This is an optimization exercise on Yosys and OpenROAD, whose aim is small area, not a production implementation.
Only simulation tests tie the RTL to the original design; equivalence was not proved.
No run shown here takes its clock network from TritonCTS; it comes from the design's own scripts or RTL.
The flow treats the clock pin as an ideal source. Dropping or thinning the clock tree relies on that and would not hold on a real chip.
Power is estimated from default activity; no workload was simulated.

===== flow/flow/run.sh =====
#!/bin/bash
# Own layout flow: the standard flow (standard.sh), with
#  - synthesis mapped by an area-oriented ABC script (flow/abc_area_seed.script
#    stands in for ORFS's abc_speed.script) and no adder cells, so ABC maps
#    all logic. The synthesis runs for 8 seeds of ABC's deepsyn, each with
#    two settings of ABC's mapper, and the smallest netlist is kept. Registers are left as the standard
#    synthesis makes them: ABC maps only the logic between them.
#  - placement that is not timing driven (the clock period leaves ample
#    slack), which saves the buffers its timing repair would add,
#  - port buffers of the smallest buffer cell,
#  - one tie cell for all constant outputs,
#  - a one-level clock tree (flow/cts_manual.tcl) in place of TritonCTS's.
# Each step's full output goes to a log file of its own in this folder;
# ORFS's per-stage logs are under orfs/logs/.
set -euo pipefail
W=$PWD
SEEDS="0 1 2 3 4 5 6 7 10 11 12 13 14 15 16 17"

synth_seed() {
  local s=$1
  local sd="$W/scripts_s$s"
  mkdir -p "$sd"
  for f in "$FLOW_HOME"/scripts/*; do
    ln -sfn "$f" "$sd/$(basename "$f")"
  done
  rm -f "$sd/abc_speed.script"
  # runs 0-7: deepsyn seed 0-7, plain area mapping; runs 10-17: deepsyn
  # seed 0-7, mapping with pin permutation and more area rounds
  local map="\\&nf -a -R 1000"
  if [ "$s" -ge 10 ]; then map="\\&nf -a -p -F 10 -A 10 -C 32 -R 1000"; fi
  sed -e "s/@SEED@/$((s % 10))/" -e "s/@MAP@/$map/" "$W/flow/abc_area_seed.script" > "$sd/abc_speed.script"
  # standard.sh with its work folder moved to orfs_s<seed>
  sed "s|$W/orfs|$W/orfs_s$s|g" "$W/standard.sh" > "$W/standard_s$s.sh"
  bash "$W/standard_s$s.sh" SCRIPTS_DIR="$sd" ADDER_MAP_FILE= synth > "$W/synth_s$s.log" 2>&1
}

for s in $SEEDS; do
  synth_seed "$s" &
  # at most NUM_CORES at once
  while [ "$(jobs -rp | wc -l)" -ge "${NUM_CORES:-4}" ]; do wait -n; done
done
wait

best=""; best_area=""
for s in $SEEDS; do
  f="$W/orfs_s$s/reports/$FLOW_PLATFORM/drsstc_sfp_transceiver_top/base/synth_stat.txt"
  [ -f "$W/orfs_s$s/results/$FLOW_PLATFORM/drsstc_sfp_transceiver_top/base/1_synth.odb" ] || continue
  a=$(awk '/Chip area/ {print $NF}' "$f")
  echo "run $s: synthesis area $a" >> "$W/synth_choice.log"
  if [ -z "$best" ] || awk -v a="$a" -v b="$best_area" 'BEGIN {exit !(a < b)}'; then
    best=$s; best_area=$a
  fi
done
echo "kept run $best ($best_area)" >> "$W/synth_choice.log"
rm -rf "$W/orfs"
mv "$W/orfs_s$best" "$W/orfs"
for s in $SEEDS; do rm -rf "$W/orfs_s$s" "$W/scripts_s$s"; done

# cts_hook.tcl runs before ORFS's CTS step and puts the one-level tree in
# place of its clock_tree_synthesis call.
cat > "$W/cts_hook.tcl" <<TCL
source $W/flow/cts_manual.tcl
rename clock_tree_synthesis tritoncts_unused
proc clock_tree_synthesis {args} { my_manual_cts }
TCL

export CTS_MAN_N=4
export CTS_MAN_CELL=sky130_fd_sc_hd__clkbuf_8
echo "remove_buffers" > "$W/gpl_hook.tcl"
bash standard.sh \
  PRE_GLOBAL_PLACE_TCL="$W/gpl_hook.tcl" \
  BUFFER_PORTS_ARGS="-buffer_cell sky130_fd_sc_hd__buf_1" \
  PRE_CTS_TCL="$W/cts_hook.tcl" \
  SKIP_REPAIR_TIE_FANOUT=1 \
  finish > "$W/layout.log" 2>&1

===== flow/flow/abc_area_seed.script =====
strash
&get -n
&deepsyn -T 20 -S @SEED@
&put
&get -n
&dch -f
@MAP@
&put

===== flow/flow/cts_manual.tcl =====
# Clock buffering for a small design, in place of TritonCTS's H-tree: the
# clock port drives CTS_MAN_N buffers of type CTS_MAN_CELL, each driving one
# balanced k-means cluster of the registers' clock pins. Every register is one buffer
# from the port, so the tree adds no skew on purpose.
proc my_manual_cts {} {
  set nb $::env(CTS_MAN_N)
  set block [ord::get_db_block]
  set master [[ord::get_db] findMaster $::env(CTS_MAN_CELL)]
  set clk_port [get_full_name [lindex [get_property [lindex [all_clocks] 0] sources] 0]]
  set clk_net [[$block findBTerm $clk_port] getNet]
  set its {}
  foreach it [$clk_net getITerms] { lappend its $it }
  set pts {}
  foreach it $its {
    set xy [$it getAvgXY]
    lappend pts [list [lindex $xy 1] [lindex $xy 2]]
  }
  set n [llength $pts]
  # k-means, seeded by x order
  set sorted [lsort -integer -index 0 $pts]
  set cent {}
  for {set b 0} {$b < $nb} {incr b} {
    lappend cent [lindex $sorted [expr {int(($b + 0.5) * $n / $nb)}]]
  }
  for {set iter 0} {$iter < 50} {incr iter} {
    set asg {}
    foreach p $pts {
      set best 0; set bd -1
      for {set b 0} {$b < $nb} {incr b} {
        set c [lindex $cent $b]
        set d [expr {abs([lindex $p 0]-[lindex $c 0]) + abs([lindex $p 1]-[lindex $c 1])}]
        if {$bd < 0 || $d < $bd} { set bd $d; set best $b }
      }
      lappend asg $best
    }
    set new {}
    for {set b 0} {$b < $nb} {incr b} {
      set sx 0.0; set sy 0.0; set k 0
      foreach p $pts a $asg {
        if {$a == $b} { set sx [expr {$sx + [lindex $p 0]}]; set sy [expr {$sy + [lindex $p 1]}]; incr k }
      }
      if {$k > 0} { lappend new [list [expr {int($sx/$k)}] [expr {int($sy/$k)}]] } else { lappend new [lindex $cent $b] }
    }
    set cent $new
  }
  # balance the clusters: assign sink-centre pairs in order of distance,
  # each centre taking at most ceil(n/nb) sinks
  set cap [expr {($n + $nb - 1) / $nb}]
  set pairs {}
  set i 0
  foreach p $pts {
    for {set b 0} {$b < $nb} {incr b} {
      set c [lindex $cent $b]
      lappend pairs [list [expr {abs([lindex $p 0]-[lindex $c 0]) + abs([lindex $p 1]-[lindex $c 1])}] $i $b]
    }
    incr i
  }
  set pairs [lsort -integer -index 0 $pairs]
  set asg [lrepeat $n -1]
  set cnt [lrepeat $nb 0]
  foreach pr $pairs {
    set i [lindex $pr 1]; set b [lindex $pr 2]
    if {[lindex $asg $i] >= 0 || [lindex $cnt $b] >= $cap} { continue }
    lset asg $i $b
    lset cnt $b [expr {[lindex $cnt $b] + 1}]
  }
  for {set b 0} {$b < $nb} {incr b} {
    set sx 0.0; set sy 0.0; set k 0
    foreach p $pts a $asg {
      if {$a == $b} { set sx [expr {$sx + [lindex $p 0]}]; set sy [expr {$sy + [lindex $p 1]}]; incr k }
    }
    if {$k > 0} { lset cent $b [list [expr {int($sx/$k)}] [expr {int($sy/$k)}]] }
  }
  for {set b 0} {$b < $nb} {incr b} {
    set buf [odb::dbInst_create $block $master clkbuf_man_$b]
    set nn [odb::dbNet_create $block clknet_man_$b]
    $nn setSigType CLOCK
    foreach it $its a $asg {
      if {$a == $b} { $it disconnect; $it connect $nn }
    }
    [$buf findITerm A] connect $clk_net
    [$buf findITerm X] connect $nn
    set c [lindex $cent $b]
    $buf setLocation [lindex $c 0] [lindex $c 1]
    $buf setPlacementStatus PLACED
    puts "clock buffer $b: [llength [lsearch -all $asg $b]] sinks at $c"
  }
  set_propagated_clock [all_clocks]
}

===== flow/standard.sh =====
#!/bin/bash
# synth_recipe.tcl (not shown) runs the flow's synth.tcl, then flattens the netlist and writes it again
# the make line also repeats each setting of config.mk as NAME=value (left out here)
make -C /OpenROAD-flow-scripts/flow DESIGN_CONFIG=/design/flow/config.mk WORK_HOME=/design/flow/orfs CLKGATE_MAP_FILE= SYNTH_SCRIPT=/design/flow/synth_recipe.tcl "${@:-finish}"

===== flow/config.mk =====
export PLATFORM = sky130hd
export DESIGN_NAME = drsstc_sfp_transceiver_top
export DESIGN_NICKNAME = drsstc_sfp_transceiver_top
export VERILOG_FILES = /design/flow/design.v
export SDC_FILE = /design/flow/constraint.sdc
export NUM_CORES = 4
export LEC_CHECK = 0
export CAP_MARGIN = 20
export CORE_MARGIN = 2
export CORE_UTILIZATION = 75
export GPL_TIMING_DRIVEN = 0
export PLACE_DENSITY = 0.9
export SLEW_MARGIN = 20

===== flow/constraint.sdc =====
create_clock -name core_clock -period 16.0 [get_ports {CLK_60M}]
set_input_delay 3.2000 -clock core_clock [delete_from_list [all_inputs] [get_ports {CLK_60M}]]
set_output_delay 3.2000 -clock core_clock [all_outputs]
set_load 0.01 [all_outputs]

===== flow/design.v =====
module reset_gen (
    input   wire    i_clk,
    input   wire    i_res_n,
    output  wire    o_res_n
);
    reg r_ff1;
    reg r_ff2;
    always @(posedge i_clk or negedge i_res_n) begin
        if (~i_res_n) begin
            r_ff1 <= 1'b0;
            r_ff2 <= 1'b0;
        end else begin
            r_ff1 <= 1'b1;
            r_ff2 <= r_ff1;
        end
    end
    assign o_res_n = r_ff2;
endmodule
module led_ctrl (
    input   wire            i_clk,
    input   wire            i_res_n,
    input   wire            i_tx_d1,
    input   wire            i_tx_err,
    input   wire            i_rx_d1,
    input   wire            i_rx_err,
    output  wire            o_tx_led_red,
    output  wire            o_tx_led_gr,
    output  wire            o_rx_led_red,
    output  wire            o_rx_led_gr,
    output  reg     [1:0]   o_q,
    output  reg     [3:0]   o_r
);
    reg     [11:0]  r_m;
    reg     [3:0]   r_c;
    wire            w_q2  = o_q[1];                      
    wire            w_r9  = o_r[3] & o_r[0];             
    wire            w_u29 = w_r9 & o_q[0];               
    wire            w_m_max = (&r_m[11:7]) & (&r_m[4:0]);  
    always @(posedge i_clk) begin
        if (~i_res_n) begin
            o_q <= 2'd2;
            o_r <= 4'd9;
            r_m <= 12'd0;
        end else begin
            o_q <= w_q2 ? 2'd0 : o_q + 2'd1;
            if (w_q2) begin
                o_r <= w_r9 ? 4'd0 : o_r + 4'd1;
            end
            if (w_u29) begin
                r_m <= w_m_max ? 12'd0 : r_m + 12'd1;
            end
        end
    end
    always @(posedge i_clk) begin
        if (~i_res_n) begin
            r_c <= 4'd0;
        end else if (w_u29 & w_m_max) begin
            r_c <= (r_c[3] & r_c[1]) ? {r_c[3:1], ~r_c[0]} : r_c + 4'd1;
        end
    end
    wire            w_boot0 = ~i_res_n | ~r_c[3] & ~(r_c[2] & (r_c[1] | r_c[0]));   
    wire            w_boot1 = ~w_boot0 & ~(r_c[3] & r_c[1]);             
    wire            w_flash = r_c[0];
    assign o_tx_led_red = w_boot0 | (~w_boot1 & (~i_tx_err | w_flash));
    assign o_tx_led_gr  = w_boot0 | (~w_boot1 & i_tx_d1);
    assign o_rx_led_red = w_boot0 | (~w_boot1 & (~i_rx_err | w_flash));
    assign o_rx_led_gr  = w_boot0 | (~w_boot1 & i_rx_d1);
endmodule
module cdr (
    input   wire            i_clk,
    input   wire            i_res_n,
    input   wire            i_SerialData,
    output  wire            o_RecoveryData,
    output  wire            o_DataEn
);
    reg     [2:0]   r_syncFF;
    always @(posedge i_clk or negedge i_res_n) begin
        if (~i_res_n) begin
            r_syncFF <= 3'd0;
        end else begin
            r_syncFF <= {r_syncFF[1:0], i_SerialData};
        end
    end
    wire            w_ts = r_syncFF[2] ^ r_syncFF[1];
    reg     [1:0]   r_rcvState;
    always @(posedge i_clk) begin
        if (~i_res_n) begin
            r_rcvState <= 2'd0;
        end else begin
            case (r_rcvState)
                2'd1:    r_rcvState <= w_ts ? 2'd3 : 2'd2;
                2'd2:    r_rcvState <= 2'd0;
                default: r_rcvState <= w_ts ? 2'd0 : 2'd1;
            endcase
        end
    end
    assign o_DataEn = r_rcvState[1];
    assign o_RecoveryData = r_syncFF[2] ^ r_rcvState[0];
endmodule
module encode_8b10b (datain, dispin, dataout, dispout) ;
  input [8:0]   datain ;
  input 	dispin ;   
  output [9:0]	dataout ;
  output	dispout ;
  wire ai = datain[0] ;
  wire bi = datain[1] ;
  wire ci = datain[2] ;
  wire di = datain[3] ;
  wire ei = datain[4] ;
  wire fi = datain[5] ;
  wire gi = datain[6] ;
  wire hi = datain[7] ;
  wire ki = datain[8] ;
  wire aeqb = (ai & bi) | (!ai & !bi) ;
  wire ceqd = (ci & di) | (!ci & !di) ;
  wire l22 = (ai & bi & !ci & !di) |
	     (ci & di & !ai & !bi) |
	     ( !aeqb & !ceqd) ;
  wire l40 = ai & bi & ci & di ;
  wire l04 = !ai & !bi & !ci & !di ;
  wire l13 = ( !aeqb & !ci & !di) |
	     ( !ceqd & !ai & !bi) ;
  wire l31 = ( !aeqb & ci & di) |
	     ( !ceqd & ai & bi) ;
  wire ao = ai ;
  wire bo = (bi & !l40) | l04 ;
  wire co = l04 | ci | (ei & di & !ci & !bi & !ai) ;
  wire do_ = di & ! (ai & bi & ci) ;
  wire eo = (ei | l13) & ! (ei & di & !ci & !bi & !ai) ;
  wire io = (l22 & !ei) |
	    (ei & !di & !ci & !(ai&bi)) |   
	    (ei & l40) |
	    (ki & ei & di & ci & !bi & !ai) |  
	    (ei & !di & ci & !bi & !ai) ;
  wire pd1s6 = (ei & di & !ci & !bi & !ai) | (!ei & !l22 & !l31) ;
  wire nd1s6 = ki | (ei & !l22 & !l13) | (!ei & !di & ci & bi & ai) ;
  wire ndos6 = pd1s6 ;
  wire pdos6 = ki | (ei & !l22 & !l13) ;
  wire alt7 = fi & gi & hi & (ki | 
			      (dispin ? (!ei & di & l31) : (ei & !di & l13))) ;
  wire fo = fi & ! alt7 ;
  wire go = gi | (!fi & !gi & !hi) ;
  wire ho = hi ;
  wire jo = (!hi & (gi ^ fi)) | alt7 ;
  wire nd1s4 = fi & gi ;
  wire pd1s4 = (!fi & !gi) | (ki & ((fi & !gi) | (!fi & gi))) ;
  wire ndos4 = (!fi & !gi) ;
  wire pdos4 = fi & gi & hi ;
  wire illegalk = ki & 
		  (ai | bi | !ci | !di | !ei) &  
		  (!fi | !gi | !hi | !ei | !l31) ;  
  wire compls6 = (pd1s6 & !dispin) | (nd1s6 & dispin) ;
  wire disp6 = dispin ^ (ndos6 | pdos6) ;
  wire compls4 = (pd1s4 & !disp6) | (nd1s4 & disp6) ;
  assign dispout = disp6 ^ (ndos4 | pdos4) ;
  assign dataout = {(ao ^ compls6), (bo ^ compls6),
		    (co ^ compls6), (do_ ^ compls6),
		    (eo ^ compls6), (io ^ compls6),
		    (fo ^ compls4), (go ^ compls4),
		    (ho ^ compls4), (jo ^ compls4)};
endmodule
module decode_8b10b (datain, dispin, dataout, dispout, code_err, disp_err) ;
  input [9:0]   datain ;
  input		dispin ;
  output [8:0]	dataout ;
  output	dispout ;
  output	code_err ;
  output	disp_err ;
  wire ai = datain[9] ;
  wire bi = datain[8] ;
  wire ci = datain[7] ;
  wire di = datain[6] ;
  wire ei = datain[5] ;
  wire ii = datain[4] ;
  wire fi = datain[3] ;
  wire gi = datain[2] ;
  wire hi = datain[1] ;
  wire ji = datain[0] ;
  wire aeqb = (ai & bi) | (!ai & !bi) ;
  wire ceqd = (ci & di) | (!ci & !di) ;
  wire p22 = (ai & bi & !ci & !di) |
	     (ci & di & !ai & !bi) |
	     ( !aeqb & !ceqd) ;
  wire p13 = ( !aeqb & !ci & !di) |
	     ( !ceqd & !ai & !bi) ;
  wire p31 = ( !aeqb & ci & di) |
	     ( !ceqd & ai & bi) ;
  wire p40 = ai & bi & ci & di ;
  wire p04 = !ai & !bi & !ci & !di ;
  wire disp6a = p31 | (p22 & dispin) ;  
   wire disp6a2 = p31 & dispin ;   
   wire disp6a0 = p13 & ! dispin ;  
  wire disp6b = (((ei & ii & ! disp6a0) | (disp6a & (ei | ii)) | disp6a2 |
		  (ei & ii & di)) & (ei | ii | di)) ;
  wire p22bceeqi = p22 & bi & ci & (ei == ii) ;
  wire p22bncneeqi = p22 & !bi & !ci & (ei == ii) ;
  wire p13in = p13 & !ii ;
  wire p31i = p31 & ii ;
  wire p13dei = p13 & di & ei & ii ;
  wire p22aceeqi = p22 & ai & ci & (ei == ii) ;
  wire p22ancneeqi = p22 & !ai & !ci & (ei == ii) ;
  wire p13en = p13 & !ei ;
  wire anbnenin = !ai & !bi & !ei & !ii ;
  wire abei = ai & bi & ei & ii ;
  wire cdei = ci & di & ei & ii ;
  wire cndnenin = !ci & !di & !ei & !ii ;
  wire p22enin = p22 & !ei & !ii ;
  wire p22ei = p22 & ei & ii ;
  wire p31dnenin = p31 & !di & !ei & !ii ;
  wire p31e = p31 & ei ;
  wire compa = p22bncneeqi | p31i | p13dei | p22ancneeqi | 
		p13en | abei | cndnenin ;
  wire compb = p22bceeqi | p31i | p13dei | p22aceeqi | 
		p13en | abei | cndnenin ;
  wire compc = p22bceeqi | p31i | p13dei | p22ancneeqi | 
		p13en | anbnenin | cndnenin ;
  wire compd = p22bncneeqi | p31i | p13dei | p22aceeqi |
		p13en | abei | cndnenin ;
  wire compe = p22bncneeqi | p13in | p13dei | p22ancneeqi | 
		p13en | anbnenin | cndnenin ;
  wire ao = ai ^ compa ;
  wire bo = bi ^ compb ;
  wire co = ci ^ compc ;
  wire do_ = di ^ compd ;
  wire eo = ei ^ compe ;
  wire feqg = (fi & gi) | (!fi & !gi) ;
  wire heqj = (hi & ji) | (!hi & !ji) ;
  wire fghj22 = (fi & gi & !hi & !ji) |
		(!fi & !gi & hi & ji) |
		( !feqg & !heqj) ;
  wire fghjp13 = ( !feqg & !hi & !ji) |
		 ( !heqj & !fi & !gi) ;
  wire fghjp31 = ( (!feqg) & hi & ji) |
		 ( !heqj & fi & gi) ;
  wire dispout = (fghjp31 | (disp6b & fghj22) | (hi & ji)) & (hi | ji) ;
  wire ko = ( (ci & di & ei & ii) | ( !ci & !di & !ei & !ii) |
		(p13 & !ei & ii & gi & hi & ji) |
		(p31 & ei & !ii & !gi & !hi & !ji)) ;
  wire alt7 =   (fi & !gi & !hi &  
		 ((dispin & ci & di & !ei & !ii) | ko |
		  (dispin & !ci & di & !ei & !ii))) |
		(!fi & gi & hi &  
		 (( !dispin & !ci & !di & ei & ii) | ko |
		  ( !dispin & ci & !di & ei & ii))) ;
  wire k28 = (ci & di & ei & ii) | ! (ci | di | ei | ii) ;
  wire k28p = ! (ci | di | ei | ii) ;
  wire fo = (ji & !fi & (hi | !gi | k28p)) |
	    (fi & !ji & (!hi | gi | !k28p)) |
	    (k28p & gi & hi) |
	    (!k28p & !gi & !hi) ;
  wire go = (ji & !fi & (hi | !gi | !k28p)) |
	    (fi & !ji & (!hi | gi |k28p)) |
	    (!k28p & gi & hi) |
	    (k28p & !gi & !hi) ;
  wire ho = ((ji ^ hi) & ! ((!fi & gi & !hi & ji & !k28p) | (!fi & gi & hi & !ji & k28p) | 
			    (fi & !gi & !hi & ji & !k28p) | (fi & !gi & hi & !ji & k28p))) |
	    (!fi & gi & hi & ji) | (fi & !gi & !hi & !ji) ;
  wire disp6p = (p31 & (ei | ii)) | (p22 & ei & ii) ;
  wire disp6n = (p13 & ! (ei & ii)) | (p22 & !ei & !ii) ;
  wire disp4p = fghjp31 ;
  wire disp4n = fghjp13 ;
  assign code_err = p40 | p04 | (fi & gi & hi & ji) | (!fi & !gi & !hi & !ji) |
		    (p13 & !ei & !ii) | (p31 & ei & ii) | 
		    (ei & ii & fi & gi & hi) | (!ei & !ii & !fi & !gi & !hi) | 
		    (ei & !ii & gi & hi & ji) | (!ei & ii & !gi & !hi & !ji) |
		    (!p31 & ei & !ii & !gi & !hi & !ji) |
		    (!p13 & !ei & ii & gi & hi & ji) |
		    (((ei & ii & !gi & !hi & !ji) | 
		      (!ei & !ii & gi & hi & ji)) &
		     ! ((ci & di & ei) | (!ci & !di & !ei))) |
		    (disp6p & disp4p) | (disp6n & disp4n) |
		    (ai & bi & ci & !ei & !ii & ((!fi & !gi) | fghjp13)) |
		    (!ai & !bi & !ci & ei & ii & ((fi & gi) | fghjp31)) |
		    (fi & gi & !hi & !ji & disp6p) |
		    (!fi & !gi & hi & ji & disp6n) |
		    (ci & di & ei & ii & !fi & !gi & !hi) |
		    (!ci & !di & !ei & !ii & fi & gi & hi) ;
  assign dataout = {ko, ho, go, fo, eo, do_, co, bo, ao} ;
   assign disp_err = ((dispin & disp6p) | (disp6n & !dispin) |
		      (dispin & !disp6n & fi & gi) |
		      (dispin & ai & bi & ci) |
		      (dispin & !disp6n & disp4p) |
		      (!dispin & !disp6p & !fi & !gi) |
		      (!dispin & !ai & !bi & !ci) |
		      (!dispin & !disp6p & disp4n) |
		      (disp6p & disp4p) | (disp6n & disp4n)) ;
endmodule
module serial_tx_master (
    input   wire            i_clk,
    input   wire            i_res_n,
    input   wire            i_sfp_tx_flt,
    input   wire            i_my_lock,
    input   wire            i_rx_lock,
    input   wire    [3:0]   i_data,
    input   wire            i_master,
    input   wire    [1:0]   i_q,
    input   wire    [3:0]   i_r,
    output  wire            o_SerialData,
    output  wire            o_drv_en,
    output  wire            o_sfp_tx_dis_n
);
    wire            w_r9     = i_r[3] & i_r[0];
    wire            w_sample = w_r9 & ~i_q[1] & ~i_q[0];    
    wire            w_hold   = w_r9 & (i_q[1] | i_q[0]);    
    reg     [5:0]   r_mosi;
    always @(posedge i_clk) begin
        if (w_sample) begin
            r_mosi <= {i_my_lock, i_master, i_data[3:0]};
        end
    end
    wire            w_p1 = ^r_mosi;
    reg             r_started;
    reg             r_dispin;
    reg     [3:0]   r_k;
    wire            w_send_k = (r_k != 4'd0) & (r_k <= 4'd5);
    wire            w_dispout;
    always @(posedge i_clk) begin
        if (~i_res_n) begin
            r_started <= 1'b0;
            r_dispin <= 1'b0;
            r_k <= 4'd0;
        end else if (w_sample) begin
            r_started <= 1'b1;
            r_dispin <= r_started & w_dispout;
            if (r_k == 4'd0) begin
                if (~i_rx_lock | ~i_my_lock) begin
                    r_k <= 4'd1;
                end
            end else if (r_k == 4'd10) begin
                r_k <= 4'd0;
            end else begin
                r_k <= r_k + 4'd1;
            end
        end
    end
    wire    [9:0]   w_data_10b;
    encode_8b10b encode_8b10b_inst (
        .datain ( w_send_k ? 9'h1bc : {1'b0, 1'b1, r_mosi, w_p1} ),
        .dispin ( r_dispin ),
        .dataout ( w_data_10b ),
        .dispout ( w_dispout )
    );
    reg             w_bit;
    always @(*) begin
        case (i_r)
            4'd0: w_bit = w_data_10b[9];
            4'd1: w_bit = w_data_10b[8];
            4'd2: w_bit = w_data_10b[7];
            4'd3: w_bit = w_data_10b[6];
            4'd4: w_bit = w_data_10b[5];
            4'd5: w_bit = w_data_10b[4];
            4'd6: w_bit = w_data_10b[3];
            4'd7: w_bit = w_data_10b[2];
            4'd8: w_bit = w_data_10b[1];
            default: w_bit = w_data_10b[0];
        endcase
    end
    reg             r_last;
    wire            w_x = r_started & (w_hold ? r_last : w_bit);
    always @(posedge i_clk) begin
        r_last <= w_x;
    end
    reg             r_serialData;
    always @(posedge i_clk or negedge i_res_n) begin
        if (~i_res_n) begin
            r_serialData <= 1'b0;
        end else begin
            r_serialData <= w_x & ~i_sfp_tx_flt;
        end
    end
    assign o_SerialData = r_serialData;
    assign o_drv_en = ~i_sfp_tx_flt;
    assign o_sfp_tx_dis_n = i_sfp_tx_flt;
endmodule
module serial_rx (
    input   wire            i_clk,
    input   wire            i_res_n,
    input   wire            i_SerialData,
    input   wire            i_sfp_los,
    output  wire            o_rcv_en_n,
    input   wire    [3:0]   i_dip_sel,   
    output  wire            o_my_lock,
    output  reg             o_rx_lock,
    output  reg     [3:0]   o_data,
    output  reg             o_master
);
    assign o_rcv_en_n = 1'b0;    
    wire            w_sync1bData;
    wire            w_sync1bEn;
    reg     [1:0]   r_los_syncFF;
    wire            w_sfp_los = r_los_syncFF[1];
    always @(posedge i_clk) begin
        r_los_syncFF <= {r_los_syncFF[0], i_sfp_los};
    end
    cdr cdr_inst (
        .i_clk ( i_clk ),
        .i_res_n ( i_res_n ),
        .i_SerialData ( i_SerialData ),
        .o_RecoveryData ( w_sync1bData ),
        .o_DataEn ( w_sync1bEn )
    );
    reg     [9:0]   r_10bShift;
    reg             r_shift_out;
    always @(posedge i_clk) begin
        if (~i_res_n) begin
            r_10bShift <= 10'd0;
        end else if (w_sync1bEn) begin
            r_10bShift <= {r_10bShift[8:0], w_sync1bData};
        end
    end
    always @(posedge i_clk) begin
        r_shift_out <= r_10bShift[9];
    end
    wire            w_k28_5_det = (r_10bShift == 10'b0011111010) |
                                  (r_10bShift == 10'b1100000101);
    reg     [3:0]   r_sym_bitCnt;
    wire            r_sym_capture = r_sym_bitCnt[3] & ~r_sym_bitCnt[1] & r_sym_bitCnt[0];   
    wire            r_out_trig = r_sym_bitCnt[3] & r_sym_bitCnt[1];                       
    wire            r_k28_5_det_FF = r_sym_bitCnt[0];
    always @(posedge i_clk) begin
        if (~i_res_n) begin
            r_sym_bitCnt <= 4'd0;
        end else if (w_sync1bEn) begin
            if (r_sym_capture) begin
                r_sym_bitCnt <= {3'b101, w_k28_5_det};
            end else if (w_k28_5_det) begin
                r_sym_bitCnt <= 4'd0;
            end else begin
                r_sym_bitCnt <= r_sym_bitCnt + 4'd1;
            end
        end else if (r_out_trig) begin
            r_sym_bitCnt <= 4'd0;
        end
    end
    wire    [9:0]   w_sym = {r_shift_out, r_10bShift[9:1]};
    wire    [8:0]   w_dec;
    wire            w_code_err;
    decode_8b10b decode_8b10b (
        .datain ( w_sym ),
        .dispin ( 1'b0 ),
        .dataout ( w_dec ),
        .dispout ( ),
        .code_err ( w_code_err ),
        .disp_err ( )
    );
    wire    [7:0]   w_8b_data = w_dec[7:0];
    reg             r_sym_ce;
    always @(posedge i_clk) begin
        if (~i_res_n) begin
            r_sym_ce <= 1'b1;
        end else if (r_out_trig) begin
            r_sym_ce <= w_code_err;
        end
    end
    reg     [2:0]   r_lock_st;
    wire            r_sym_locked = r_lock_st[2] & (r_lock_st[1] | r_lock_st[0]);
    wire            w_bad_frame;
    always @(posedge i_clk or negedge i_res_n) begin
        if (~i_res_n) begin
            r_lock_st <= 3'd0;
        end else if (w_sfp_los | r_lock_st[1] & r_lock_st[2]) begin
            r_lock_st <= 3'd0;
        end else if (r_sym_locked) begin
            if (w_bad_frame | r_sym_capture & r_sym_ce) begin
                r_lock_st <= 3'd6;
            end
        end else if (w_sync1bEn & r_sym_capture) begin
            if (w_k28_5_det & ~r_sym_ce) begin
                r_lock_st <= r_lock_st + 3'd1;
            end else begin
                r_lock_st <= 3'd0;
            end
        end
    end
    assign o_my_lock = r_sym_locked;
    wire            w_p1_ok = ^w_8b_data[7:0];
    wire            w_frame = r_out_trig & ~r_k28_5_det_FF;
    wire            w_good = w_p1_ok & w_8b_data[7];
    assign          w_bad_frame = w_frame & ~w_good;
    always @(posedge i_clk or negedge i_res_n) begin
        if (~i_res_n) begin
            o_rx_lock <= 1'b0;
            o_data <= 4'd0;
            o_master <= 1'b0;
        end else if (~r_sym_locked | w_bad_frame) begin
            o_data <= o_data & ~i_dip_sel;
        end else if (w_frame) begin
            o_rx_lock <= ~(w_sym[2] ^ w_sym[1]);
            o_master <= w_sym[3] ^ w_sym[0];
            o_data[3:0] <= w_8b_data[4:1];
        end
    end
endmodule
module drsstc_sfp_transceiver_top (
    input           CLK_60M,
    input           RST_N,
    input   [7:0]   IN,
    output  [7:0]   OUT,
    input   [2:0]   LV_IN,
    output  [2:0]   LV_OUT,
    input   [7:0]   DIP_SW1,         
    input   [7:0]   DIP_SW2,         
    output  [1:0]   LED_TX,          
    output  [1:0]   LED_RX,          
    input           SFP_LOSS_SIG,    
    output          SFP_RATE_SEL,    
    output          SFP_TX_DIS_N,    
    input           SFP_TX_FLT,      
    input   [2:0]   SFP_MOD_DEF,     
    input           LVDS_DAT_OUT,    
    output          LVDS_DAT_IN,     
    output          LVDS_DRV_EN,     
    output          LVDS_RCV_EN_N,   
    output          TP1,
    output          TP2
    );
    wire            w_clk = CLK_60M;
    wire            w_my_locked;
    wire            w_rx_locked;
    wire            w_rst_n;
    reset_gen reset_gen_inst (
        .i_clk ( w_clk ),
        .i_res_n ( RST_N ),
        .o_res_n ( w_rst_n )
    );
    wire    [1:0]   w_tb_q;
    wire    [3:0]   w_tb_r;
    led_ctrl led_ctrl_inst (
        .i_clk ( w_clk ),
        .i_res_n ( w_rst_n ),
        .i_tx_d1 ( IN[0] ),
        .i_tx_err ( SFP_MOD_DEF[0] | SFP_TX_FLT ),
        .i_rx_d1 ( OUT[0] ),
        .i_rx_err ( SFP_MOD_DEF[0] | SFP_LOSS_SIG | ~w_my_locked),
        .o_tx_led_red ( LED_TX[1] ),
        .o_tx_led_gr ( LED_TX[0] ),
        .o_rx_led_red ( LED_RX[1] ),
        .o_rx_led_gr ( LED_RX[0] ),
        .o_q ( w_tb_q ),
        .o_r ( w_tb_r )
    );
    serial_tx_master serial_tx_master_inst (
        .i_clk ( w_clk ),
        .i_res_n ( w_rst_n ),
        .i_sfp_tx_flt ( SFP_TX_FLT ),
        .i_my_lock ( w_my_locked ),
        .i_rx_lock ( w_rx_locked ),
        .i_data ( IN[3:0] ),
        .i_master ( ~DIP_SW2[0] ),
        .i_q ( w_tb_q ),
        .i_r ( w_tb_r ),
        .o_SerialData ( LVDS_DAT_IN ),
        .o_drv_en ( LVDS_DRV_EN ),
        .o_sfp_tx_dis_n ( SFP_TX_DIS_N )
    );
    wire    [3:0]   w_rx_data;
    wire            w_rx_master;
    serial_rx serial_rx_inst (
        .i_clk ( w_clk ),
        .i_res_n ( w_rst_n ),
        .i_SerialData ( LVDS_DAT_OUT ),
        .i_sfp_los ( SFP_LOSS_SIG ),
        .o_rcv_en_n ( LVDS_RCV_EN_N ),
        .i_dip_sel ( DIP_SW1[3:0] ),
        .o_my_lock ( w_my_locked ),
        .o_rx_lock ( w_rx_locked ),
        .o_data ( w_rx_data[3:0] ),
        .o_master ( w_rx_master )
    );
    assign OUT[3:0] = w_rx_data[3:0];
    assign OUT[4] = w_my_locked;
    assign OUT[5] = w_rx_locked;
    assign OUT[6] = w_rx_master;
    assign LV_OUT[2:0] = w_rx_data[2:0];
    assign OUT[7] = 1'b0;
    assign TP1 = 1'b0;
    assign TP2 = 1'b0;
    assign SFP_RATE_SEL = 1'b0;
endmodule

==> results.txt, run 1 <==
Synthesis
The Yosys step of the flow raised 5 warnings. The share of async-settable or async-resettable flops after synthesis is 21.4%. The number of cells produced by synthesis is 419. By area, the combinational part of the netlist is dominated by compound AO/OA/AOI/OAI gates. The mux contribution to synthesized area is 0.566%.

The synthesized netlist occupies a cell area of 3540 µm². The mean post-synth cell area is 8.44 µm². The simple-gate area share of the yosys netlist is 20.7%. Summing the sequential cell areas from Yosys gives 43.4% of the chip area. Among all flip-flop cells after synthesis, the most frequent one is dfxtp_1. The number of different library cells in the post-synthesis netlist is 46. The synthesized netlist net count is 454. The compound-cell area share of the yosys netlist is 25.1%.

The synthesized netlist devotes 4.95% of its cell area to XOR and XNOR gates. The post-synthesis adder-cell area fraction is 0%. The synthesized design contains 6 enable-type register cells. The total of flip-flops plus latches after synthesis is 70.

Place
After legalization and detailed placement, the total HPWL measured 5.46 mm. After detailed placement, the design holds a cell count of 485. The number of buffers added on ports is 31. The final weighted congestion of routability-driven global placement is 0.951. The area after detailed placement is 3600 µm².

Route
The count of routing violations after the opening detailed-route iteration is 252. The residual antenna-violating net count after detailed routing is 0. The DRC violation count after routing is 0.

The via count normalized by instance count is 6.67. The wire length per cell is 15.5 µm. For this block, the routed nets add up to 7.60 mm of wire. Across all layers, the routed design uses 3261 vias.

The number of optimization iterations in the first detailed-route pass is 5.

STA
The final setup violation count is 0. The setup total negative slack is 0 ns. Hold timing on the final database bottoms out at a slack of 0.270 ns. The hold violation count in the final report is 0.

The tightest slew margin relative to the limit is 32.8%. The post-route clock skew is 0.0131 ns. The transition time of the tightest slew-check pin is 1.00 ns. The upper clock frequency limit is 143 MHz. Subtracting the final worst setup slack from the clock period gives 7.01 ns. The share of the clock period used by the worst path is 43.8%. The max-slew violation count is 0. Setup repair after global routing left no endpoint under its margin.

Power and ir drop
The static power due to leakage is 1.33 nW. The sum of internal, switching and leakage power is 0.000320 W. IR analysis of the VDD net gives a maximum drop of 0.0000805 V.

Dividing total power by cell area gives a power density of 87.6 nW/µm².

Finish
After routing the design area is 3650 µm². The final standard cell count with taps included and fillers excluded is 489. Relative to the synthesized area, the layout overhead comes to 3.25%. The share of layout cells above drive strength 1 is 1.37%. In the final design database the tool counted 474 nets. The repair_antennas step left the layout with diodes totalling 0.

Worst setup path
On the critical path, the stage with the largest delay is an instance of buf_1. The required time at the endpoint of the critical path is 12.80 ns. Measured in cells, the most critical reg-to-reg path has a length of 15. The critical path in this run is classified as in -> out. The cell family with the largest share of critical-path delay is buffers and inverters.

The top fanout value on the critical path is 2. STA classifies the critical path startpoint as an input port. The startpoint identified for the worst register-to-register timing path is serial_rx_inst.r_10bShift[7]$_SDFFE_PN0P_.

The most frequent cell on the critical path is buf_1. For the worst setup path, the data arrival time is 3.81 ns. In this run the number of cells on the critical path is 5. The signal on the critical path passes through buf_1, nor2_1, a21oi_1, o21ai_0, buf_1. The critical path's largest stage delay is 0.18 ns. The total buffers and inverters traversed by the critical path is 2. STA classifies the critical path endpoint as an output port. Tracing the worst setup path back leads to its startpoint at SFP_LOSS_SIG.

Floorplan
The region available for standard cell placement spans 4440 µm². The initial utilization of the core area, before any placement, comes to 79.6%. The cell row count is 24. Pin placement for this block handled 57 I/O pins. The area of the die is 5280 µm².

The die height is 72.7 µm. The width of the chip is 72.7 µm.

Clock network
Clock-pin slew was measured on the worst setup and hold paths at 0.11 ns. The quantity of gates resized following cts is 0. For this design, the CTS-stage hold fixing added 0 buffers. The number of setup buffers added after CTS is 0. At the later pin of the worst-skew pair, clock insertion delay measures 0.16 ns.

Run
The reported max-cap violation count is 0.

Outcome
The run finished with no timing, DRC or antenna violations.

GRT
Across every metal layer, demand over resource in global routing totals 29.2%. The via count of the first global-routing pass is 2895. The initial antenna violation count came to 0. The maximum number of pins on one net before global-route repair is 31. Global routing finished with a remaining overflow of 0. The global-route wire length before repair is 12.8 mm.

Hold path
The path class of the tightest hold or removal check is reg -> async.
[state kept, by name (all words and copies together), names as in the netlist, 4 cells and up]
| signal | flops |
|---|---|
| led_ctrl_inst.r_c | 4 |
| led_ctrl_inst.o_r | 4 |
| serial_rx_inst.r_sym_bitCnt | 4 |
| serial_rx_inst.r_10bShift | 10 |
| serial_tx_master_inst.r_k | 4 |
| serial_tx_master_inst.r_mosi | 6 |
| serial_rx_inst.o_data | 4 |
| led_ctrl_inst.r_m | 12 |
[synth_stat cells, drive strengths merged, types with 4 or more instances]
cell,n,area share [%]
xnor2,12,3.0
edfxtp,6,5.1
a21oi,34,4.8
clkinv,13,1.4
o31ai,4,0.85
nor2,42,4.5
nand2,47,5.0
a31oi,8,1.4
a22o,14,3.5
xor2,8,2.0
dfxtp,49,28
o311ai,4,0.99
dfrtp,15,11
o21ai,35,5.0
nor4,4,0.71
a21o,4,0.85
a32o,4,1.1
nand2b,5,0.88
and2,5,0.88
o21a,5,1.1
nor2b,7,1.2
buf,17,3.6
nor3,15,2.1
nand3,19,2.7
and3,5,0.88
nand4,4,0.71
o211ai,6,1.3
[worst reg2reg max path, stage by stage (launching register included)]
cell      delay (ns)
dfxtp_1         0.65
or2_0           0.24
o21ai_0         0.25
xnor2_1         0.26
nand3_1         0.15
o21ai_0         0.08
nor4_1          0.51
o21ai_0         0.30
xor2_1          0.21
xnor2_1         0.15
o31ai_1         0.34
a21boi_0        0.31
o211ai_1        0.21
nand2_1         0.15
xor2_1          0.17
nor2_1          0.06
[per-layer routing]
metal | track usage, % | routed length (µm) | part of all wire (%) | vias up
li1 | - | - | - | 1565
met1 | 40.1 | 3370 | 44 | 1533
met2 | 49.5 | 3530 | 46 | 144
met3 | 3.18 | 509 | 6.7 | 19
met4 | 7.82 | 181 | 2.4 | 0
met5 | 0 | 0 | 0 | -
[final timing paths]
| kind | end | slack [ns] |
|---|---|---|
| min in group core_clock | serial_rx_inst.r_los_syncFF[1]$_DFF_P_ | 0.35 |
| setup / recovery | LED_RX[1] | 8.99 |
| setup reg to reg | serial_rx_inst.r_lock_st[1]$_DFFE_PN0P_ | 11.86 |
| max in group asynchronous | reset_gen_inst.r_ff2$_DFF_PN0_ | 13.06 |
| hold / removal | serial_rx_inst.o_data[3]$_DFFE_PN0P_ | 0.27 |
| hold reg to reg | serial_rx_inst.o_data[3]$_DFFE_PN0P_ | 0.27 |
[stage by stage]
stage,setup WS [ns],util (%)
detailed placement,8.98,80.9
floorplan,9.20,-
finish,8.99,82.2
global placement,8.99,80.8
CTS,8.98,82.2
global route,8.95,82.2
[cells by family after synthesis]
logic type | count (synthesis)
AO/OA/AOI/OAI | 136
XOR/XNOR | 20
buffers and inverters | 30
flip-flops | 70
multiplexers | 2
other | 2
AND/OR/NAND/NOR | 159
[power breakdown]
| group | internal [W] | switching [W] | leakage [nW] |
|---|---|---|---|
| combinational | 0.0000232 | 0.0000337 | 0.647 |
| clock | 0.0000233 | 0.0000425 | 0.0288 |
| sequential | 0.000185 | 0.0000119 | 0.653 |
[final cells by class]
cell class,instances,area [µm²]
buffer,4,55.1
multi-input combinational,319,1830
inverter,13,48.8
tap,52,65.1
timing repair buffer,31,116
fill,283,791
sequential,70,1540
[cell usage in the layout, fill, tap and decap left out, types with 4 or more instances in the layout]
master,n
dfxtp_1,49
nand2_1,47
nor2_1,42
o21ai_0,35
a21oi_1,34
buf_1,31
nand3_1,19
nor3_1,14
a22o_1,14
dfrtp_1,14
clkinv_1,13
xnor2_1,12
xor2_1,8
a31oi_1,8
nor2b_1,7
o211ai_1,6
edfxtp_1,6
and3_1,5
o21a_1,5
nand2b_1,5
and2_0,5
o31ai_1,4
a32o_1,4
o311ai_0,4
nand4_1,4
a21o_1,4
nor4_1,4
clkbuf_8,4
==> run 2: changes to the inputs <==
--- a/flow/flow/run.sh
+++ b/flow/flow/run.sh
@@ -5,4 +5,5 @@
 #    all logic. The synthesis runs for 8 seeds of ABC's deepsyn, each with
-#    two settings of ABC's mapper, and the smallest netlist is kept. Registers are left as the standard
-#    synthesis makes them: ABC maps only the logic between them.
+#    three settings of ABC's mapper, and the smallest netlist is kept.
+#    Registers are left as the standard synthesis makes them: ABC maps only
+#    the logic between them.
 #  - placement that is not timing driven (the clock period leaves ample
@@ -16,3 +17,3 @@
 W=$PWD
-SEEDS="0 1 2 3 4 5 6 7 10 11 12 13 14 15 16 17"
+SEEDS="0 1 2 3 4 5 6 7 10 11 12 13 14 15 16 17 20 21 22 23 24 25 26 27"
 
@@ -27,5 +28,7 @@
   # runs 0-7: deepsyn seed 0-7, plain area mapping; runs 10-17: deepsyn
-  # seed 0-7, mapping with pin permutation and more area rounds
+  # seed 0-7, mapping with pin permutation and more area rounds; runs
+  # 20-27: deepsyn seed 0-7, mapping with pin permutation
   local map="\\&nf -a -R 1000"
-  if [ "$s" -ge 10 ]; then map="\\&nf -a -p -F 10 -A 10 -C 32 -R 1000"; fi
+  if [ "$s" -ge 20 ]; then map="\\&nf -a -p -R 1000"
+  elif [ "$s" -ge 10 ]; then map="\\&nf -a -p -F 10 -A 10 -C 32 -R 1000"; fi
   sed -e "s/@SEED@/$((s % 10))/" -e "s/@MAP@/$map/" "$W/flow/abc_area_seed.script" > "$sd/abc_speed.script"
==> run 2 against run 1 <==
  * Synthesized cell count unchanged
  * Largest cell class unchanged
  * Routed wire length hardly changed
  * Worst setup slack got worse by 0.087 ns
  * Critical path depth stayed put
  * Total power down 3.2%
  * Worst hold slack worse by 0.0060 ns
  * Die area is 0.17% lower
  * Combinational power fell by 14%
  * Sequential power hardly changed
  * Clock power grew 2%
  * Cell count stayed put
  * Fmax shrank 1.2%
==> results.txt, run 2 <==
Outcome
The flow ran to the end and the layout has no timing, DRC or antenna violations.

STA
The post-route clock skew is 0.0177 ns. The final hold slack is 0.264 ns. Setup total negative slack on the finished layout was measured at 0 ns. The share of the clock period used by the worst path is 44.4%. The hold violation count in the final report is 0. The clock period minus worst slack is 7.10 ns. Setup repair after global routing left no endpoint under its margin. The worst-case setup margin in the final layout is 8.90 ns.

Setup violations remaining at the end of the flow were counted as 0. Based on the critical path, the design can be clocked at up to 141 MHz. The transition time of the tightest slew-check pin is 0.982 ns. The tightest slew margin relative to the limit is 33.8%.

The max-slew violation count came to 0.

Synthesis
The number of enable-type register cells in the synthesized netlist is 6. The commonest cells after synthesis are dfxtp_1 (49), nor2_1 (49), a21oi_1 (46), nand2_1 (43), o21ai_0 (29). The main flop type after synthesis is dfxtp_1. The share of Yosys cell area claimed by the top area cell type is 27.8%.

The total of flip-flops plus latches after synthesis is 70. The mapped cell area is 3530 µm². The number of cells produced by synthesis is 419.

By area the synthesized netlist is led by dfxtp_1 (28%), dfrtp_1 (11%), a21oi_1 (6.5%). The number of different library cells in the post-synthesis netlist is 46. The synthesized netlist net count is 454. The share of async-settable or async-resettable flops after synthesis is 21.4%. The number of warnings printed during yosys synthesis is 5.

The synthesized design spends more area on one cell type than any other, namely dfxtp_1. The portion of the post-synthesis area used by sequential elements is 43.5%. The mean post-synth cell area is 8.43 µm².

Route
The pre-antenna-repair detailed-routing pass consisted of 5 iterations. The total met2 wirelength after detailed routing is 3.81 mm. In this run the top signal layer used is met4. The via count normalized by instance count is 6.49. The sum of met3 wire segment lengths after detailed routing is 406 µm. The wire length reported by the detailed router is 7.60 mm. The residual antenna-violating net count after detailed routing is 0.

The via count is 3175. The detailed router put a total of 3.27 mm of wire on met1. The first routing iteration left 209 violations. Dividing the detail-routed wire length by the instance count gives 15.5 µm. The DRC violation count after routing is 0.

Worst setup path
The register-to-register path setup slack is 12.06 ns. The number of cells traversed by the worst register-to-register path is 15. For the worst setup path, the data required time is 12.80 ns.

The path type of the worst setup path is in -> out. Data on the critical path arrives at its endpoint at 3.90 ns. The top fanout value on the critical path is 4. The endpoint identified for the worst register-to-register timing path is serial_rx_inst.o_rx_lock$_DFFE_PN0P_. STA classifies the critical path endpoint as an output port.

The startpoint identified for the worst register-to-register timing path is serial_rx_inst.r_10bShift[9]$_SDFFE_PN0P_. The worst setup path is launched from an input port.

Clock network
Clock-pin slew was measured on the worst setup and hold paths at 0.11 ns. For this design, the CTS-stage hold fixing added 0 buffers. The number of setup buffers added after CTS is 0.

Gates resized during post-CTS repair numbered 0. At the later pin of the worst-skew pair, clock insertion delay measures 0.17 ns.

GRT
The initial antenna violation count is 0. Global routing used 28.9% of the available tracks across all layers. Global routing finished with a remaining overflow of 0.

The via count of the first global-routing pass is 2902. Entering global routing, the biggest net connects 30 pins. The global-route wire length before repair is 12.7 mm.

Place
The number of buffers added on ports is 31. The HPWL after detailed placement is 5.46 mm. The placed instance count is 485. Before CTS, the worst setup slack after placement is 8.97 ns. Routability-driven placement finished with a final weighted congestion of 1.01.

Power and ir drop
Across the VDD grid, the largest voltage drop is 0.0000811 V. Cell internal power was estimated by the tool at 0.000228 W. Per report_power, the sequential group accounts for 62.5% of the total. Power spread over the standard cell area amounts to 84.9 nW/µm². Net switching is 26.5% of the power.

The static power due to leakage is 1.34 nW. In this run, the clock network consumes 21.6% of the power. Per report_power, the combinational group accounts for 15.8% of the total.

In this run the power spent charging and discharging nets is 0.0000822 W.

Hold path
The min-delay analysis places its worst path in the category reg -> async.

Floorplan
The number of ports placed on the die boundary is 57. The floorplan has 24 rows. The floorplan step set the die width to 72.6 µm. The area of the die is 5270 µm². From bottom edge to top edge, the die measures 72.6 µm.

The starting density of the core is 79.5%. In this run the standard cell core region covers 4440 µm².

Finish
Excluding fillers, the count of instances in the completed layout stands at 489. The final-layout fill cell count is 293. Leaving out fill and tap cells, the most frequent cells in the layout are nor2_1 (49), dfxtp_1 (49), a21oi_1 (46), nand2_1 (43), buf_1 (31).

The flip-flop count of the largest register, all copies and words added is 12. More flip-flops sit in one register than any other, and that register is led_ctrl_inst.r_m. At the end of the flow the core is filled with cells to 82.2%. The antenna diode count is 0. The largest registers in the layout are led_ctrl_inst.r_m (12), serial_rx_inst.r_10bShift (10), serial_tx_master_inst.r_mosi (6). Summing all multi-input logic gate instances after layout gives 1840 µm².

The net count of the finished layout is 474. The synthesis-to-layout area growth is 3.40%. Across the whole layout, storage elements account for 1540 µm². The post-route netlist has 1.60% of its cells at a drive strength greater than 1.

Run
Across the run, the number of max-cap violations was 0.
run 2: metrics by stage:
step,cell area [µm²],power [W]
6_report,3650,0.000310
5_1_grt,3650,0.000324
4_1_cts,3650,0.000310
3_5_place_dp,3600,0.000246
3_3_place_gp,3590,0.000243
2_1_floorplan,3530,0.000235
run 2: critical path: stages:
cell	delay, ns
buf_1	0.11
nor2_1	0.11
nor2_1	0.05
o21ai_0	0.24
buf_1	0.18
run 2: area by class of cell:
type / count / share of cell area, %
Inverter: 11 / 1.13
Sequential cell: 70 / 42.1
Buffer: 4 / 1.51
Multi-Input combinational cell: 321 / 50.3
Timing Repair Buffer: 31 / 3.19
Tap cell: 52 / 1.78
run 2: cells by family (layout without fill, tap and decap cells):
| family | after synthesis | count (layout) | share of synthesized area [%] |
|---|---|---|---|
| AND/OR/NAND/NOR | 161 | 161 | 21.5 |
| AO/OA/AOI/OAI | 127 | 127 | 22.2 |
| flip-flops | 70 | 70 | 43.5 |
| XOR/XNOR | 28 | 28 | 6.94 |
| buffers and inverters | 28 | 46 | 4.78 |
| multiplexers | 3 | 3 | 0.921 |
| other | 2 | 2 | 0.213 |
run 2: worst max-delay path by stage:
| stage | slack, ns | end | start | cells after the start |
|---|---|---|---|---|
| after floorplan | 9.20 | LED_RX[1] | SFP_MOD_DEF[0] | 4 |
| after global placement | 9.03 | LED_TX[1] | SFP_TX_FLT | 5 |
| after detailed placement | 8.97 | LED_TX[1] | SFP_TX_FLT | 5 |
| after CTS | 8.97 | LED_TX[1] | SFP_TX_FLT | 5 |
| after global routing | 8.89 | LED_TX[1] | SFP_TX_FLT | 5 |
| final | 8.90 | LED_TX[1] | SFP_TX_FLT | 5 |
run 2: power by group through the flow:
stage / logic (W) / registers [W] / clock network, W
floorplan: 0.0000398 / 0.000195 / 0
global placement: 0.0000457 / 0.000197 / 0
detailed placement: 0.0000482 / 0.000198 / 0
CTS: 0.0000489 / 0.000194 / 0.0000673
global route: 0.0000548 / 0.000195 / 0.0000736
finish: 0.0000491 / 0.000194 / 0.0000671
run 2: routing by layer:
metal,vias to the layer above,track usage (%)
met5,-,0
met2,121,50.4
met3,13,1.66
met1,1494,40.1
met4,0,6.17
li1,1547,-
==> run 3: changes to the inputs <==
--- a/flow/flow/run.sh
+++ b/flow/flow/run.sh
@@ -5,7 +5,4 @@
 #    all logic. The synthesis runs for 8 seeds of ABC's deepsyn, each with
-#    three settings of ABC's mapper, and the smallest netlist is kept.
-#    Registers are left as the standard synthesis makes them: ABC maps only
-#    the logic between them.
-#  - placement that is not timing driven (the clock period leaves ample
-#    slack), which saves the buffers its timing repair would add,
+#    three settings of ABC's mapper, and the smallest netlist is kept. Registers are left as the standard
+#    synthesis makes them: ABC maps only the logic between them.
 #  - port buffers of the smallest buffer cell,
@@ -71,5 +68,3 @@
 export CTS_MAN_CELL=sky130_fd_sc_hd__clkbuf_8
-echo "remove_buffers" > "$W/gpl_hook.tcl"
 bash standard.sh \
-  PRE_GLOBAL_PLACE_TCL="$W/gpl_hook.tcl" \
   BUFFER_PORTS_ARGS="-buffer_cell sky130_fd_sc_hd__buf_1" \
--- a/flow/config.mk
+++ b/flow/config.mk
@@ -9,5 +9,4 @@
 export CORE_MARGIN = 2
-export CORE_UTILIZATION = 75
-export GPL_TIMING_DRIVEN = 0
-export PLACE_DENSITY = 0.9
+export CORE_UTILIZATION = 65
+export PLACE_DENSITY = 0.75
 export SLEW_MARGIN = 20
==> run 3 against run 2 <==
  * Still clean
  * Clock power rose by 2%
  * Sequential power about the same
  * First-iteration DRC count fell by 31%
  * Cell area is 0.93% higher
  * Clock skew is 0.0039 ns lower
  * Combinational power increased by 2%
  * Critical endpoint is now LED_RX[1]
==> results.txt, run 3 <==
Synthesis
In the post-synthesis netlist, the biggest area contributors are dfxtp_1 (28%), dfrtp_1 (11%), a21oi_1 (6.5%). The number of different library cells in the post-synthesis netlist is 46. The total of flip-flops plus latches after synthesis is 70. The synthesized netlist occupies a cell area of 3530 µm². In this run the mean area of a mapped cell was 8.43 µm². During synthesis, Yosys emitted a total of 5 warnings. The share of Yosys cell area claimed by the top area cell type is 27.8%.

Sorting the synthesized cells by how often they occur yields dfxtp_1 (49), nor2_1 (49), a21oi_1 (46), nand2_1 (43), o21ai_0 (29). The portion of the post-synthesis area used by sequential elements is 43.5%. The post-synthesis cell type with the largest combined area is dfxtp_1.

The number of enable-type register cells in the synthesized netlist is 6. The main flop type after synthesis is dfxtp_1. The number of cells produced by synthesis is 419.

When the netlist entered floorplanning its net count stood at 454. The share of async-settable or async-resettable flops after synthesis is 21.4%.

Clock network
The number of buffers inserted by hold repair at cts is 0. The latest clock arrival within the worst-skew pair is 0.17 ns. The number of setup buffers added after CTS is 0. The clock-pin slew on the worst setup and hold paths is 0.11 ns. The quantity of gates resized following cts is 0.

Worst setup path
The type of destination of the critical path is an output port. In this run the worst path has a maximum fanout of 2. The critical path startpoint is SFP_MOD_DEF[0]. The worst register-to-register path has a depth of 15. The start of the worst register-to-register path is serial_rx_inst.r_10bShift[9]$_SDFFE_PN0P_.

The startpoint class of the critical path is an input port. The required time at the endpoint of the critical path is 12.80 ns. The signal arrival time at the worst endpoint is 3.81 ns. The worst setup path is of the in -> out kind. The worst reg2reg path endpoint is serial_rx_inst.o_rx_lock$_DFFE_PN0P_. The register-to-register path setup slack is 11.98 ns.

Finish
The share of layout cells above drive strength 1 is 1.59%. The top cell types in the final layout, fill and taps aside, are nor2_1 (49), dfxtp_1 (49), a21oi_1 (46), nand2_1 (43), buf_1 (31). Relative to the synthesized area, the layout overhead comes to 4.36%.

In the final layout, the registers with the most flip-flops are led_ctrl_inst.r_m (12), serial_rx_inst.r_10bShift (10), serial_tx_master_inst.r_mosi (6). led_ctrl_inst.r_m holds more flip-flops than any other register. The number of antenna diodes in the final layout is 0.

Excluding fillers, the count of instances in the completed layout stands at 510. In the final design database the tool counted 477 nets. The flip-flop count of the largest register, all copies and words added is 12.

The final cell utilization of the core is 71.3%.

Hold path
In this run the worst hold path is classified as reg -> async.

STA
Setup repair after global routing left no endpoint under its margin. For the pin with the worst max-slew slack, the measured transition is 0.858 ns. For the final database, setup skew stands at 0.0138 ns.

Setup slack closes at 8.99 ns. The clock period minus worst slack is 7.01 ns. The setup total negative slack is 0 ns.

The hold violation count in the final report was 0. The max-slew violation count came to 0. The final setup violation count is 0. The share of the clock period used by the worst path is 43.8%. The tightest slew margin relative to the limit is 42.2%. The upper clock frequency limit is 143 MHz.

Floorplan
The width of the chip is 77.7 µm. For this design the top-level I/O count stands at 57. The starting density of the core is 68.3%. The area of the die is 6040 µm².

The die height is 77.7 µm. The cell row count is 26. After floorplanning, the core was sized to cover 5170 µm².

Power and ir drop
Cell internal power was estimated by the tool at 0.000228 W. The clock network fraction of total power is 22.0%. The analysis attributes to net switching a power of 0.0000827 W. The part of the total power dissipated in sequential elements is 62.0%.

The static power due to leakage is 1.35 nW. The switching part of the total is 26.6%. VDD sags by at most 0.0000781 V. The areal power density over the cells is 84.4 nW/µm².

The combinational fraction of design power is 16.0%. After layout, the design draws a total of 0.000311 W.

Route
The detail route stage leaves a number of antenna-violating nets equal to 0. The wire length per cell is 14.2 µm. The DRC violation count after routing is 0. Across all layers, the routed design uses 3090 vias. Wires add up to 7.25 mm. The via count normalized by instance count is 6.06. The number of optimization iterations in the first detailed-route pass is 4. The count of routing violations after the opening detailed-route iteration is 144.

Run
The reported max-cap violation count is 0.

GRT
Global routing finished with a remaining overflow of 0. The global-route wire length before repair is 12.6 mm. The via count of the first global-routing pass is 2796.

The maximum number of pins on one net before global-route repair is 29. The initial antenna violation count is 0. Global routing used 24.5% of the available tracks.

Place
The congestion estimate from routability-driven global placement came to 0.967. The number of buffers added on ports is 31. The placed instance count is 506. Timing analysis after detailed placement gives a worst setup slack of 9.02 ns. The HPWL after detailed placement is 5.22 mm.

Outcome
The run finished with no timing, DRC or antenna violations.
==> run 3: cell counts after synthesis <==
Identical to the previous run, type by type.
==> run 3: critical path, stage by stage <==
cell	delay, ns
buf_1	0.08
nor2_1	0.09
a21oi_1	0.07
o21ai_0	0.18
buf_1	0.18
==> run 3: worst max-delay path by stage <==
| stage | end | slack (ns) | cells after the start |
|---|---|---|---|
| after floorplan | LED_RX[1] | 9.20 | 4 |
| after global placement | LED_TX[1] | 9.03 | 5 |
| after detailed placement | LED_RX[1] | 9.02 | 5 |
| after CTS | LED_RX[1] | 9.02 | 5 |
| after global routing | LED_TX[1] | 8.89 | 5 |
| final | LED_RX[1] | 8.99 | 5 |
==> run 3: layer usage <==
layer | routed length (µm) | global-route usage (%) | up-vias | part of all wire, %
met3 | 343 | 1.98 | 7 | 4.7
met5 | 0 | 0 | - | 0
met1 | 3460 | 35.4 | 1447 | 48
met4 | 53 | 1.61 | 0 | 0.73
met2 | 3400 | 42.1 | 83 | 47
li1 | - | - | 1553 | -
==> run 3: power by group through the flow <==
stage	sequential [W]	combinational (W)	clock, W
5_1_grt	0.000194	0.0000570	0.0000767
2_1_floorplan	0.000195	0.0000398	0
3_5_place_dp	0.000197	0.0000495	0
6_report	0.000193	0.0000499	0.0000683
4_1_cts	0.000193	0.0000498	0.0000707
3_3_place_gp	0.000196	0.0000481	0
==> run 3: layout make-up <==
| class | count | area [µm²] |
|---|---|---|
| multi-input combinational | 321 | 1830 |
| sequential | 70 | 1540 |
| fill | 432 | 1490 |
| timing repair buffer | 34 | 139 |
| tap | 70 | 87.6 |
| buffer | 4 | 55.1 |
| inverter | 11 | 41.3 |
==> run 3: per-stage QoR <==
stage               cell area (µm²)  hold slack (ns)
global route                   3690            0.286
floorplan                      3530            0.281
CTS                            3690            0.258
global placement               3630            0.260
finish                         3690            0.256
detailed placement             3630            0.268
==> run 3: cell families after synthesis <==
group	share of synthesized area [%]
and+or+nand+nor	21.5
buffers and inverters	4.78
other	0.213
muxes	0.921
xor gates and xnor gates	6.94
AOI/OAI and AO/OA	22.2
DFF	43.5

==> afterwards: timing with drivers on the ports <==
The results above use ideal ports. As a check the final layouts listed here were re-extracted and re-timed, cells and wires unchanged.
Step 1: set_driving_cell puts a clkbuf_16 on CLK_60M and a buf_2 on each other input, an assumption about the parent block.
Step 2, shift: input delay + t, output delay - t, t = (earliest + latest rising clock arrival at the registers) / 2. This alone moves slack from input paths to output paths.
a / b / c = ideal ports / drivers / drivers and shift; a / b = the first two.
run | t (ns) | setup WS [ns] | worst register clock-pin slew, ns | worst data-port slew with drivers (ns)
run 1 | 0.216 | 8.985 / 8.963 / 8.963 | 0.11 / 0.11 | 0.03
run 2 | 0.213 | 8.898 / 8.876 / 8.876 | 0.11 / 0.11 | 0.03
run 3 | 0.215 | 8.988 / 8.967 / 8.967 | 0.11 / 0.11 | 0.03
After both steps every run listed still meets setup and hold.
